Source: an optimization exercise on an open RTL-to-GDS flow (aim: small area). Production flows keep margins and buffers that such runs may drop.
Only simulation tests tie the RTL to the original design; equivalence was not proved.
No activity file was given, so power comes from the tool's default toggle rates.

==> inputs of run a <==
Design MacArray, start of the top module:
module MacArray
#(
    parameter MAC_ROW        = 4,
    parameter MAC_COL        = 4,
    parameter IFMAP_BITWIDTH = 16,
    parameter W_BITWIDTH     = 8,
    parameter OFMAP_BITWIDTH = 32
)
(
    input  logic                                   clk,
    input  logic                                   rstn,
    input  logic                                   w_prefetch_in,
    input  logic                                   w_enable_in,
    input  logic [MAC_COL-1:0][W_BITWIDTH-1:0]     w_data_in,
    input  logic                                   ifmap_start_in,
    input  logic [MAC_ROW-1:0]                     ifmap_enable_in,
    input  logic [MAC_ROW-1:0][IFMAP_BITWIDTH-1:0] ifmap_data_in,
    output logic [MAC_COL-1:0]                     ofmap_valid_out,
    output logic [MAC_COL-1:0][OFMAP_BITWIDTH-1:0] ofmap_data_out
);
clock: 10.0 ns
lec_check: 0
abc_clock_period_in_ps: 10000
cap_margin: 20
core_margin: 2
core_utilization: 60
place_density: 0.7
slew_margin: 20
synth_hierarchical: 1
standard.sh (not shown) runs the stock make flow with config.mk's settings and CLKGATE_MAP_FILE= SYNTH_SCRIPT=/design/flow/synth_recipe.tcl, a recipe that flattens the netlist after the stock synthesis.
==> flow/flow/run.sh <==
#!/bin/bash
# Layout flow: the standard synthesis, then an area-oriented re-mapping of the
# combinational logic (every cell except the registers, full adders, half
# adders and tie cells is turned back into logic and mapped again by ABC for
# area), then the standard flow from floorplan to finish.
# Each tool's output goes to a log file of its own in this folder.
set -euo pipefail
R=orfs/results/${FLOW_PLATFORM:-sky130hd}/MacArray/base
LIB=${FLOW_HOME}/platforms/sky130hd/lib/sky130_fd_sc_hd__tt_025C_1v80.lib
YOSYS=$(command -v yosys || echo /OpenROAD-flow-scripts/tools/install/yosys/bin/yosys)

bash standard.sh synth > 1_synth_standard.log 2>&1
cp $R/1_2_yosys.v 1_2_yosys_standard.v

DONT_USE=""
for c in $(sed -n 's/^export DONT_USE_CELLS += //p; /^ *sky130_fd_sc_hd__/p' ${FLOW_HOME}/platforms/sky130hd/config.mk | tr -d '\\'); do
  DONT_USE="$DONT_USE -dont_use $c"
done
cat > remap.abc <<EOF
strash
dch
map -a
topo
EOF
cat > remap.ys <<EOF
read_liberty -ignore_miss_func $LIB
read_verilog 1_2_yosys_standard.v
hierarchy -top MacArray
setattr -mod -set keep_hierarchy 1 sky130_fd_sc_hd__fa_1 sky130_fd_sc_hd__ha_1 sky130_fd_sc_hd__dfxtp_1 sky130_fd_sc_hd__conb_1
flatten
opt_clean
abc -liberty $LIB -script remap.abc $DONT_USE
opt_clean -purge
tee -o remap_stat.txt stat -liberty $LIB
select MacArray
write_verilog -noattr -noexpr -nohex -nodec -selected 1_2_yosys_remapped.v
EOF
$YOSYS -s remap.ys > 1_remap_yosys.log 2>&1
cp 1_2_yosys_remapped.v $R/1_2_yosys.v
touch $R/1_2_yosys.v

# Clock tree: mid-size clock buffers in larger sink clusters, no dummy loads.
# Ports: buffered as in the standard flow, with the smallest buffer.
bash standard.sh finish \
  "CTS_ARGS=-sink_clustering_enable -repair_clock_nets -buf_list sky130_fd_sc_hd__clkbuf_8 -dont_use_dummy_load -sink_clustering_size 15 -sink_clustering_max_diameter 80" \
  "BUFFER_PORTS_ARGS=-buffer_cell sky130_fd_sc_hd__buf_1" \
  > 2_layout_standard.log 2>&1
==> run b (differences from run a) <==
--- a/flow/design.v
+++ b/flow/design.v
@@ -29,21 +29,21 @@
         if (!rstn) wr <= '0;
         else       wr <= wen;
     end
     logic [7:0] w_c0r0;
     logic ir_c0r0;
-    logic [23:0] p_c0r0, sum_c0r0;
+    logic [25:0] p_c0r0, sum_c0r0;
     logic [15:0] x_c0r0;
     logic [1:0] d_c0r0, dsum_c0r0;
     logic [7:0] w_c0r1;
     logic ir_c0r1;
-    logic [24:0] p_c0r1, sum_c0r1;
+    logic [25:0] p_c0r1, sum_c0r1;
     logic [15:0] x_c0r1;
     logic [1:0] d_c0r1, dsum_c0r1;
     logic [7:0] w_c0r2;
     logic ir_c0r2;
-    logic [24:0] p_c0r2, sum_c0r2;
+    logic [25:0] p_c0r2, sum_c0r2;
     logic [15:0] x_c0r2;
     logic [1:0] d_c0r2, dsum_c0r2;
     logic [7:0] w_c0r3;
     logic ir_c0r3;
     logic [25:0] p_c0r3, sum_c0r3;
@@ -59,11 +59,11 @@
         else       ir_c0r0 <= ifmap_enable_in[0];
     end
     always_ff @(posedge clk) x_c0r0 <= ifmap_data_in[0];
     always_ff @(posedge clk) begin
         if (!rstn) begin
-            p_c0r0 <= 24'h0550000;
+            p_c0r0 <= 26'h0550000;
             d_c0r0 <= '0;
         end else if (ifmap_enable_in[0]) begin
             p_c0r0 <= sum_c0r0;
             d_c0r0 <= dsum_c0r0;
         end
@@ -78,11 +78,11 @@
         else       ir_c0r1 <= ifmap_enable_in[1];
     end
     always_ff @(posedge clk) x_c0r1 <= ifmap_data_in[1];
     always_ff @(posedge clk) begin
         if (!rstn) begin
-            p_c0r1 <= 25'h0aa0000;
+            p_c0r1 <= 26'h0aa0000;
             d_c0r1 <= '0;
         end else if (ifmap_enable_in[1]) begin
             p_c0r1 <= sum_c0r1;
             d_c0r1 <= dsum_c0r1;
         end
@@ -97,11 +97,11 @@
         else       ir_c0r2 <= ifmap_enable_in[2];
     end
     always_ff @(posedge clk) x_c0r2 <= ifmap_data_in[2];
     always_ff @(posedge clk) begin
         if (!rstn) begin
-            p_c0r2 <= 25'h0ff0000;
+            p_c0r2 <= 26'h0ff0000;
             d_c0r2 <= '0;
         end else if (ifmap_enable_in[2]) begin
             p_c0r2 <= sum_c0r2;
             d_c0r2 <= dsum_c0r2;
         end
@@ -129,21 +129,21 @@
     fin_c0 u_fin_c0 (.s(p_c0r3), .d(d_c0r3), .y(y_c0));
     assign ofmap_valid_out[0] = ir_c0r3;
     assign ofmap_data_out[0]  = {{6{y_c0[25]}}, y_c0};
     logic [7:0] w_c1r0;
     logic ir_c1r0;
-    logic [23:0] p_c1r0, sum_c1r0;
+    logic [25:0] p_c1r0, sum_c1r0;
     logic [15:0] x_c1r0;
     logic [1:0] d_c1r0, dsum_c1r0;
     logic [7:0] w_c1r1;
     logic ir_c1r1;
-    logic [24:0] p_c1r1, sum_c1r1;
+    logic [25:0] p_c1r1, sum_c1r1;
     logic [15:0] x_c1r1;
     logic [1:0] d_c1r1, dsum_c1r1;
     logic [7:0] w_c1r2;
     logic ir_c1r2;
-    logic [24:0] p_c1r2, sum_c1r2;
+    logic [25:0] p_c1r2, sum_c1r2;
     logic [15:0] x_c1r2;
     logic [1:0] d_c1r2, dsum_c1r2;
     logic [7:0] w_c1r3;
     logic ir_c1r3;
     logic [25:0] p_c1r3, sum_c1r3;
@@ -159,11 +159,11 @@
         else       ir_c1r0 <= ir_c0r0;
     end
     always_ff @(posedge clk) x_c1r0 <= x_c0r0;
     always_ff @(posedge clk) begin
         if (!rstn) begin
-            p_c1r0 <= 24'h0550000;
+            p_c1r0 <= 26'h0550000;
             d_c1r0 <= '0;
         end else if (ir_c0r0) begin
             p_c1r0 <= sum_c1r0;
             d_c1r0 <= dsum_c1r0;
         end
@@ -178,11 +178,11 @@
         else       ir_c1r1 <= ir_c0r1;
     end
     always_ff @(posedge clk) x_c1r1 <= x_c0r1;
     always_ff @(posedge clk) begin
         if (!rstn) begin
-            p_c1r1 <= 25'h0aa0000;
+            p_c1r1 <= 26'h0aa0000;
             d_c1r1 <= '0;
         end else if (ir_c0r1) begin
             p_c1r1 <= sum_c1r1;
             d_c1r1 <= dsum_c1r1;
         end
@@ -197,11 +197,11 @@
         else       ir_c1r2 <= ir_c0r2;
     end
     always_ff @(posedge clk) x_c1r2 <= x_c0r2;
     always_ff @(posedge clk) begin
         if (!rstn) begin
-            p_c1r2 <= 25'h0ff0000;
+            p_c1r2 <= 26'h0ff0000;
             d_c1r2 <= '0;
         end else if (ir_c0r2) begin
             p_c1r2 <= sum_c1r2;
             d_c1r2 <= dsum_c1r2;
         end
@@ -229,21 +229,21 @@
     fin_cn u_fin_c1 (.s(p_c1r3), .d(d_c1r3), .y(y_c1));
     assign ofmap_valid_out[1] = ir_c1r3;
     assign ofmap_data_out[1]  = {{6{y_c1[25]}}, y_c1};
     logic [7:0] w_c2r0;
     logic ir_c2r0;
-    logic [23:0] p_c2r0, sum_c2r0;
+    logic [25:0] p_c2r0, sum_c2r0;
     logic [15:0] x_c2r0;
     logic [1:0] d_c2r0, dsum_c2r0;
     logic [7:0] w_c2r1;
     logic ir_c2r1;
-    logic [24:0] p_c2r1, sum_c2r1;
+    logic [25:0] p_c2r1, sum_c2r1;
     logic [15:0] x_c2r1;
     logic [1:0] d_c2r1, dsum_c2r1;
     logic [7:0] w_c2r2;
     logic ir_c2r2;
-    logic [24:0] p_c2r2, sum_c2r2;
+    logic [25:0] p_c2r2, sum_c2r2;
     logic [15:0] x_c2r2;
     logic [1:0] d_c2r2, dsum_c2r2;
     logic [7:0] w_c2r3;
     logic ir_c2r3;
     logic [25:0] p_c2r3, sum_c2r3;
@@ -259,11 +259,11 @@
         else       ir_c2r0 <= ir_c1r0;
     end
     always_ff @(posedge clk) x_c2r0 <= x_c1r0;
     always_ff @(posedge clk) begin
         if (!rstn) begin
-            p_c2r0 <= 24'h0550000;
+            p_c2r0 <= 26'h0550000;
             d_c2r0 <= '0;
         end else if (ir_c1r0) begin
             p_c2r0 <= sum_c2r0;
             d_c2r0 <= dsum_c2r0;
         end
@@ -278,11 +278,11 @@
         else       ir_c2r1 <= ir_c1r1;
     end
     always_ff @(posedge clk) x_c2r1 <= x_c1r1;
     always_ff @(posedge clk) begin
         if (!rstn) begin
-            p_c2r1 <= 25'h0aa0000;
+            p_c2r1 <= 26'h0aa0000;
             d_c2r1 <= '0;
         end else if (ir_c1r1) begin
             p_c2r1 <= sum_c2r1;
             d_c2r1 <= dsum_c2r1;
         end
@@ -297,11 +297,11 @@
         else       ir_c2r2 <= ir_c1r2;
     end
     always_ff @(posedge clk) x_c2r2 <= x_c1r2;
     always_ff @(posedge clk) begin
         if (!rstn) begin
-            p_c2r2 <= 25'h0ff0000;
+            p_c2r2 <= 26'h0ff0000;
             d_c2r2 <= '0;
         end else if (ir_c1r2) begin
             p_c2r2 <= sum_c2r2;
             d_c2r2 <= dsum_c2r2;
         end
@@ -329,19 +329,19 @@
     fin_cn u_fin_c2 (.s(p_c2r3), .d(d_c2r3), .y(y_c2));
     assign ofmap_valid_out[2] = ir_c2r3;
     assign ofmap_data_out[2]  = {{6{y_c2[25]}}, y_c2};
     logic [7:0] w_c3r0;
     logic ir_c3r0;
-    logic [23:0] p_c3r0, sum_c3r0;
+    logic [25:0] p_c3r0, sum_c3r0;
     logic [1:0] d_c3r0, dsum_c3r0;
     logic [7:0] w_c3r1;
     logic ir_c3r1;
-    logic [24:0] p_c3r1, sum_c3r1;
+    logic [25:0] p_c3r1, sum_c3r1;
     logic [1:0] d_c3r1, dsum_c3r1;
     logic [7:0] w_c3r2;
     logic ir_c3r2;
-    logic [24:0] p_c3r2, sum_c3r2;
+    logic [25:0] p_c3r2, sum_c3r2;
     logic [1:0] d_c3r2, dsum_c3r2;
     logic [7:0] w_c3r3;
     logic ir_c3r3;
     logic [25:0] p_c3r3, sum_c3r3;
     logic [0:0] d_c3r3, dsum_c3r3;
@@ -354,11 +354,11 @@
         if (!rstn) ir_c3r0 <= 1'b0;
         else       ir_c3r0 <= ir_c2r0;
     end
     always_ff @(posedge clk) begin
         if (!rstn) begin
-            p_c3r0 <= 24'h0550000;
+            p_c3r0 <= 26'h0550000;
             d_c3r0 <= '0;
         end else if (ir_c2r0) begin
             p_c3r0 <= sum_c3r0;
             d_c3r0 <= dsum_c3r0;
         end
@@ -372,11 +372,11 @@
         if (!rstn) ir_c3r1 <= 1'b0;
         else       ir_c3r1 <= ir_c2r1;
     end
     always_ff @(posedge clk) begin
         if (!rstn) begin
-            p_c3r1 <= 25'h0aa0000;
+            p_c3r1 <= 26'h0aa0000;
             d_c3r1 <= '0;
         end else if (ir_c2r1) begin
             p_c3r1 <= sum_c3r1;
             d_c3r1 <= dsum_c3r1;
         end
@@ -390,11 +390,11 @@
         if (!rstn) ir_c3r2 <= 1'b0;
         else       ir_c3r2 <= ir_c2r2;
     end
     always_ff @(posedge clk) begin
         if (!rstn) begin
-            p_c3r2 <= 25'h0ff0000;
+            p_c3r2 <= 26'h0ff0000;
             d_c3r2 <= '0;
         end else if (ir_c2r2) begin
             p_c3r2 <= sum_c3r2;
             d_c3r2 <= dsum_c3r2;
         end
@@ -424,11 +424,11 @@
 endmodule
 module macc_c0_r0 (
     input  logic [7:0]  w,
     input  logic [15:0] x,
     output logic [1:0] dout,
-    output logic [23:0] sum
+    output logic [25:0] sum
 );
     wire s1;
     wire c1;
     wire s2;
     wire c2;
@@ -728,20 +728,20 @@
     ha us46 (.a(s45), .b(c44), .s(s46), .co(c46));
     fa us47 (.a(pp2_16), .b(pp3_14), .ci(c45), .s(s47), .co(c47));
     ha us48 (.a(s47), .b(c46), .s(s48), .co(c48));
     fa us49 (.a(pp3_15), .b(c47), .ci(c48), .s(s49), .co(c49));
     ha us50 (.a(pp3_16), .b(c49), .s(s50), .co(c50));
-    assign sum = {c50, s50, s49, s48, s46, s44, s42, s40, s37, s34, s31, s28, s25, s22, s19, s16, s13, s10, s7, s5, s3, s2, pp0_1, s1};
+    assign sum = {1'b0, 1'b0, c50, s50, s49, s48, s46, s44, s42, s40, s37, s34, s31, s28, s25, s22, s19, s16, s13, s10, s7, s5, s3, s2, pp0_1, s1};
     assign dout = {c40, c1};
 endmodule
 module macc_c0_r1 (
     input  logic [7:0]  w,
     input  logic [15:0] x,
-    input  logic [23:0] pin,
+    input  logic [25:0] pin,
     input  logic [1:0] din,
     output logic [1:0] dout,
-    output logic [24:0] sum
+    output logic [25:0] sum
 );
     wire s1;
     wire c1;
     wire s2;
     wire c2;
@@ -889,10 +889,14 @@
     wire c73;
     wire s74;
     wire c74;
     wire s75;
     wire c75;
+    wire s76;
+    wire c76;
+    wire s77;
+    wire c77;
     wire one0 = w[0] ^ 1'b0;
     wire two0 = (w[1] & ~w[0] & ~1'b0) | (~w[1] & w[0] & 1'b0);
     wire neg0 = w[1];
     wire nz0  = one0 | two0;
     wire pp0_0;
@@ -1116,20 +1120,22 @@
     fa us71 (.a(pin[21]), .b(pp3_15), .ci(c68), .s(s71), .co(c71));
     fa us72 (.a(s71), .b(c69), .ci(c70), .s(s72), .co(c72));
     fa us73 (.a(pin[22]), .b(pp3_16), .ci(c71), .s(s73), .co(c73));
     ha us74 (.a(s73), .b(c72), .s(s74), .co(c74));
     fa us75 (.a(pin[23]), .b(c73), .ci(c74), .s(s75), .co(c75));
-    assign sum = {c75, s75, s74, s72, s70, s67, s64, s60, s56, s52, s48, s44, s40, s36, s32, s28, s24, s20, s16, s12, s9, s6, s4, s2, s1};
+    ha us76 (.a(pin[24]), .b(c75), .s(s76), .co(c76));
+    assign s77 = pin[25] ^ c76;
+    assign sum = {s77, s76, s75, s74, s72, s70, s67, s64, s60, s56, s52, s48, s44, s40, s36, s32, s28, s24, s20, s16, s12, s9, s6, s4, s2, s1};
     assign dout = {c32, c1};
 endmodule
 module macc_c0_r2 (
     input  logic [7:0]  w,
     input  logic [15:0] x,
-    input  logic [24:0] pin,
+    input  logic [25:0] pin,
     input  logic [1:0] din,
     output logic [1:0] dout,
-    output logic [24:0] sum
+    output logic [25:0] sum
 );
     wire s1;
     wire c1;
     wire s2;
     wire c2;
@@ -1279,10 +1285,12 @@
     wire c74;
     wire s75;
     wire c75;
     wire s76;
     wire c76;
+    wire s77;
+    wire c77;
     wire one0 = w[0] ^ 1'b0;
     wire two0 = (w[1] & ~w[0] & ~1'b0) | (~w[1] & w[0] & 1'b0);
     wire neg0 = w[1];
     wire nz0  = one0 | two0;
     wire pp0_0;
@@ -1506,18 +1514,19 @@
     fa us71 (.a(pin[21]), .b(pp3_15), .ci(c68), .s(s71), .co(c71));
     fa us72 (.a(s71), .b(c69), .ci(c70), .s(s72), .co(c72));
     fa us73 (.a(pin[22]), .b(pp3_16), .ci(c71), .s(s73), .co(c73));
     ha us74 (.a(s73), .b(c72), .s(s74), .co(c74));
     fa us75 (.a(pin[23]), .b(c73), .ci(c74), .s(s75), .co(c75));
-    assign s76 = pin[24] ^ c75;
-    assign sum = {s76, s75, s74, s72, s70, s67, s64, s60, s56, s52, s48, s44, s40, s36, s32, s28, s24, s20, s16, s12, s9, s6, s4, s2, s1};
+    ha us76 (.a(pin[24]), .b(c75), .s(s76), .co(c76));
+    assign s77 = pin[25] ^ c76;
+    assign sum = {s77, s76, s75, s74, s72, s70, s67, s64, s60, s56, s52, s48, s44, s40, s36, s32, s28, s24, s20, s16, s12, s9, s6, s4, s2, s1};
     assign dout = {c32, c1};
 endmodule
 module macc_c0_r3 (
     input  logic [7:0]  w,
     input  logic [15:0] x,
-    input  logic [24:0] pin,
+    input  logic [25:0] pin,
     input  logic [1:0] din,
     output logic [0:0] dout,
     output logic [25:0] sum
 );
     wire s1;
@@ -1961,11 +1970,11 @@
     fa us92 (.a(s91), .b(c89), .ci(c90), .s(s92), .co(c92));
     fa us93 (.a(pin[23]), .b(c91), .ci(c92), .s(s93), .co(c93));
     assign s94 = ~s93;
     assign c94 = s93;
     fa us95 (.a(pin[24]), .b(c93), .ci(c94), .s(s95), .co(c95));
-    assign s96 = ~c95;
+    assign s96 = pin[25] ~^ c95;
     assign sum = {s96, s95, s94, s92, s90, s87, s84, s80, s76, s72, s67, s62, s57, s52, s47, s42, s37, s32, s27, s22, s17, s13, s9, s6, s3, s1};
     assign dout = {c76};
 endmodule
 module fin_c0 (
     input  logic [25:0] s,
@@ -2000,11 +2009,11 @@
 endmodule
 module macc_cn_r0 (
     input  logic [7:0]  w,
     input  logic [15:0] x,
     output logic [1:0] dout,
-    output logic [23:0] sum
+    output logic [25:0] sum
 );
     wire s1;
     wire c1;
     wire s2;
     wire c2;
@@ -2304,20 +2313,20 @@
     ha us46 (.a(s45), .b(c44), .s(s46), .co(c46));
     fa us47 (.a(pp2_16), .b(pp3_14), .ci(c45), .s(s47), .co(c47));
     ha us48 (.a(s47), .b(c46), .s(s48), .co(c48));
     fa us49 (.a(pp3_15), .b(c47), .ci(c48), .s(s49), .co(c49));
     ha us50 (.a(pp3_16), .b(c49), .s(s50), .co(c50));
-    assign sum = {c50, s50, s49, s48, s46, s44, s42, s40, s37, s34, s31, s28, s25, s22, s19, s16, s13, s10, s7, s5, s3, s2, pp0_1, s1};
+    assign sum = {1'b0, 1'b0, c50, s50, s49, s48, s46, s44, s42, s40, s37, s34, s31, s28, s25, s22, s19, s16, s13, s10, s7, s5, s3, s2, pp0_1, s1};
     assign dout = {c40, c1};
 endmodule
 module macc_cn_r1 (
     input  logic [7:0]  w,
     input  logic [15:0] x,
-    input  logic [23:0] pin,
+    input  logic [25:0] pin,
     input  logic [1:0] din,
     output logic [1:0] dout,
-    output logic [24:0] sum
+    output logic [25:0] sum
 );
     wire s1;
     wire c1;
     wire s2;
     wire c2;
@@ -2465,10 +2474,14 @@
     wire c73;
     wire s74;
     wire c74;
     wire s75;
     wire c75;
+    wire s76;
+    wire c76;
+    wire s77;
+    wire c77;
     wire one0 = w[0] ^ 1'b0;
     wire two0 = (w[1] & ~w[0] & ~1'b0) | (~w[1] & w[0] & 1'b0);
     wire neg0 = w[1];
     wire nz0  = one0 | two0;
     wire pp0_0;
@@ -2692,20 +2705,22 @@
     fa us71 (.a(pin[21]), .b(pp3_15), .ci(c68), .s(s71), .co(c71));
     fa us72 (.a(s71), .b(c69), .ci(c70), .s(s72), .co(c72));
     fa us73 (.a(pin[22]), .b(pp3_16), .ci(c71), .s(s73), .co(c73));
     ha us74 (.a(s73), .b(c72), .s(s74), .co(c74));
     fa us75 (.a(pin[23]), .b(c73), .ci(c74), .s(s75), .co(c75));
-    assign sum = {c75, s75, s74, s72, s70, s67, s64, s60, s56, s52, s48, s44, s40, s36, s32, s28, s24, s20, s16, s12, s9, s6, s4, s2, s1};
+    ha us76 (.a(pin[24]), .b(c75), .s(s76), .co(c76));
+    assign s77 = pin[25] ^ c76;
+    assign sum = {s77, s76, s75, s74, s72, s70, s67, s64, s60, s56, s52, s48, s44, s40, s36, s32, s28, s24, s20, s16, s12, s9, s6, s4, s2, s1};
     assign dout = {c28, c1};
 endmodule
 module macc_cn_r2 (
     input  logic [7:0]  w,
     input  logic [15:0] x,
-    input  logic [24:0] pin,
+    input  logic [25:0] pin,
     input  logic [1:0] din,
     output logic [1:0] dout,
-    output logic [24:0] sum
+    output logic [25:0] sum
 );
     wire s1;
     wire c1;
     wire s2;
     wire c2;
@@ -2855,10 +2870,12 @@
     wire c74;
     wire s75;
     wire c75;
     wire s76;
     wire c76;
+    wire s77;
+    wire c77;
     wire one0 = w[0] ^ 1'b0;
     wire two0 = (w[1] & ~w[0] & ~1'b0) | (~w[1] & w[0] & 1'b0);
     wire neg0 = w[1];
     wire nz0  = one0 | two0;
     wire pp0_0;
@@ -3082,18 +3099,19 @@
     fa us71 (.a(pin[21]), .b(pp3_15), .ci(c68), .s(s71), .co(c71));
     fa us72 (.a(s71), .b(c69), .ci(c70), .s(s72), .co(c72));
     fa us73 (.a(pin[22]), .b(pp3_16), .ci(c71), .s(s73), .co(c73));
     ha us74 (.a(s73), .b(c72), .s(s74), .co(c74));
     fa us75 (.a(pin[23]), .b(c73), .ci(c74), .s(s75), .co(c75));
-    assign s76 = pin[24] ^ c75;
-    assign sum = {s76, s75, s74, s72, s70, s67, s64, s60, s56, s52, s48, s44, s40, s36, s32, s28, s24, s20, s16, s12, s9, s6, s4, s2, s1};
+    ha us76 (.a(pin[24]), .b(c75), .s(s76), .co(c76));
+    assign s77 = pin[25] ^ c76;
+    assign sum = {s77, s76, s75, s74, s72, s70, s67, s64, s60, s56, s52, s48, s44, s40, s36, s32, s28, s24, s20, s16, s12, s9, s6, s4, s2, s1};
     assign dout = {c28, c1};
 endmodule
 module macc_cn_r3 (
     input  logic [7:0]  w,
     input  logic [15:0] x,
-    input  logic [24:0] pin,
+    input  logic [25:0] pin,
     input  logic [1:0] din,
     output logic [0:0] dout,
     output logic [25:0] sum
 );
     wire s1;
@@ -3537,11 +3555,11 @@
     fa us92 (.a(s91), .b(c89), .ci(c90), .s(s92), .co(c92));
     fa us93 (.a(pin[23]), .b(c91), .ci(c92), .s(s93), .co(c93));
     assign s94 = ~s93;
     assign c94 = s93;
     fa us95 (.a(pin[24]), .b(c93), .ci(c94), .s(s95), .co(c95));
-    assign s96 = ~c95;
+    assign s96 = pin[25] ~^ c95;
     assign sum = {s96, s95, s94, s92, s90, s87, s84, s80, s76, s72, s67, s62, s57, s52, s47, s42, s37, s32, s27, s22, s17, s13, s9, s6, s3, s1};
     assign dout = {c76};
 endmodule
 module fin_cn (
     input  logic [25:0] s,
Settings changed: CAP_MARGIN 20 to 5, CORE_UTILIZATION 60 to 70, PLACE_DENSITY 0.7 to 0.8, SLEW_MARGIN 20 to 5.
==> run c (differences from run a) <==
--- a/flow/design.v
+++ b/flow/design.v
@@ -59,11 +59,11 @@
         else       ir_c0r0 <= ifmap_enable_in[0];
     end
     always_ff @(posedge clk) x_c0r0 <= ifmap_data_in[0];
     always_ff @(posedge clk) begin
         if (!rstn) begin
-            p_c0r0 <= 24'h0550000;
+            p_c0r0 <= 24'h550000;
             d_c0r0 <= '0;
         end else if (ifmap_enable_in[0]) begin
             p_c0r0 <= sum_c0r0;
             d_c0r0 <= dsum_c0r0;
         end
@@ -159,11 +159,11 @@
         else       ir_c1r0 <= ir_c0r0;
     end
     always_ff @(posedge clk) x_c1r0 <= x_c0r0;
     always_ff @(posedge clk) begin
         if (!rstn) begin
-            p_c1r0 <= 24'h0550000;
+            p_c1r0 <= 24'h550000;
             d_c1r0 <= '0;
         end else if (ir_c0r0) begin
             p_c1r0 <= sum_c1r0;
             d_c1r0 <= dsum_c1r0;
         end
@@ -259,11 +259,11 @@
         else       ir_c2r0 <= ir_c1r0;
     end
     always_ff @(posedge clk) x_c2r0 <= x_c1r0;
     always_ff @(posedge clk) begin
         if (!rstn) begin
-            p_c2r0 <= 24'h0550000;
+            p_c2r0 <= 24'h550000;
             d_c2r0 <= '0;
         end else if (ir_c1r0) begin
             p_c2r0 <= sum_c2r0;
             d_c2r0 <= dsum_c2r0;
         end
@@ -354,11 +354,11 @@
         if (!rstn) ir_c3r0 <= 1'b0;
         else       ir_c3r0 <= ir_c2r0;
     end
     always_ff @(posedge clk) begin
         if (!rstn) begin
-            p_c3r0 <= 24'h0550000;
+            p_c3r0 <= 24'h550000;
             d_c3r0 <= '0;
         end else if (ir_c2r0) begin
             p_c3r0 <= sum_c3r0;
             d_c3r0 <= dsum_c3r0;
         end
--- a/flow/flow/run.sh
+++ b/flow/flow/run.sh
@@ -15,10 +15,13 @@
 DONT_USE=""
 for c in $(sed -n 's/^export DONT_USE_CELLS += //p; /^ *sky130_fd_sc_hd__/p' ${FLOW_HOME}/platforms/sky130hd/config.mk | tr -d '\\'); do
   DONT_USE="$DONT_USE -dont_use $c"
 done
 cat > remap.abc <<EOF
+strash
+dch
+map -a
 strash
 dch
 map -a
 topo
 EOF
==> summary.txt <==
- Power: run a < run b < run c.
- The lowest first-iteration DRC count belongs to run c, the highest to run b.
- Against run c, the setup slack of run b is worse by 0.14 ns.
- The lowest register-to-register slack belongs to run b, the highest to run c.
- Between run b and run a, the lower clock power is in run a (gap about 6%, measured against run a).
- In run a the routed wire length is smaller than in run c, by about 1%.
- Between run b and run c, the lower synthesized area is in run c (gap 1.2%, measured against run c).
- In run c the non-clock buffer count is higher than in run a, by 47.
- In run a the critical path depth is lower than in run c, by 1.
- Utilization: run b > run c > run a.
- Of run b and run c, run b has the higher flip-flop and latch count (gap 16).
==> figures <==
| quantity | run b | run a | run c |
|---|---|---|---|
| Outcome | complete, no violations | complete, no violations | complete, no violations |
| Final Non-Filler Cells | 8126 | 8243 | 8321 |
| F_max | 0.114 GHz | 0.117 GHz | 0.116 GHz |
| Internal power | 5.84 mW | 5.72 mW | 5.88 mW |
| Violation count after the first detailed-route iteration | 6045 | 5191 | 4810 |
| Number of well taps | 1186 | 1391 | 1391 |
| Final area over synthesized area | 1.063x | 1.067x | 1.074x |
| Fraction of area in multi-input gates | 69.2% | 69.2% | 68.5% |
| Largest net degree at the start of global routing | 232 | 201 | 193 |
| Via count of the first global-routing pass | 52.1k | 50.5k | 50.6k |
| Worst skew pair latency | 0.80 ns | 0.85 ns | 0.76 ns |
| Reg area | 15600 um2 | 15300 um2 | 15300 um2 |
| Number of nets in the layout | 8242 | 8148 | 8226 |
| Final clock period utilization by the worst path | 87.9% | 85.6% | 86.4% |
| Layout clock buffers | 67 | 61 | 69 |
| Aggregate global-route resource usage | 38.3% | 33.0% | 33.4% |
| Total routed wire length on the met1 layer | 68100 um | 72100 um | 74100 um |
| Critical Path Source | w_c3r1[0]$_SDFFE_PN0P_ | ifmap_data_in[49] | ifmap_data_in[50] |
| Worst R2R End | p_c3r1[25]$_SDFFE_PN0P_ | p_c3r2[24]$_SDFFE_PN0P_ | p_c3r1[23]$_SDFFE_PN1P_ |
| Global-route wire length before repair | 284000 um | 282000 um | 284000 um |
| Die Area | 94100 um2 | 108000 um2 | 108000 um2 |
| Clock transition at path regs | 0.12 ns | 0.10 ns | 0.10 ns |
| Instance count after placement with tap cells included | 8054 | 8178 | 8248 |

-- what the ideal ports hide --
The flow's constraints put no driver on any port. The routed layouts listed below were extracted and timed again, unchanged, in two steps.
Step 1: set_driving_cell puts a clkbuf_16 on clk and a buf_2 on each other input, an assumption about the parent block.
Step 2 also shifts input and output timing later by t, the mid clock arrival at the registers, as if the neighbouring blocks saw the same clock.
Slacks: ideal / step 1 / step 2; pairs: ideal / step 1.
run	t, ns	slack for setup (ns)	clock arrival spread, ns
run a	0.875	1.445 / 1.489 / 0.614	0.105 / 0.105
run b	0.816	1.214 / 1.214 / 0.737	0.112 / 0.113
run c	0.790	1.357 / 1.404 / 0.614	0.086 / 0.086
After both steps setup and hold are still met in every run listed. The setup slack of run a, which loses most, moves by +0.044 ns with the drivers and by -0.831 ns with both steps.
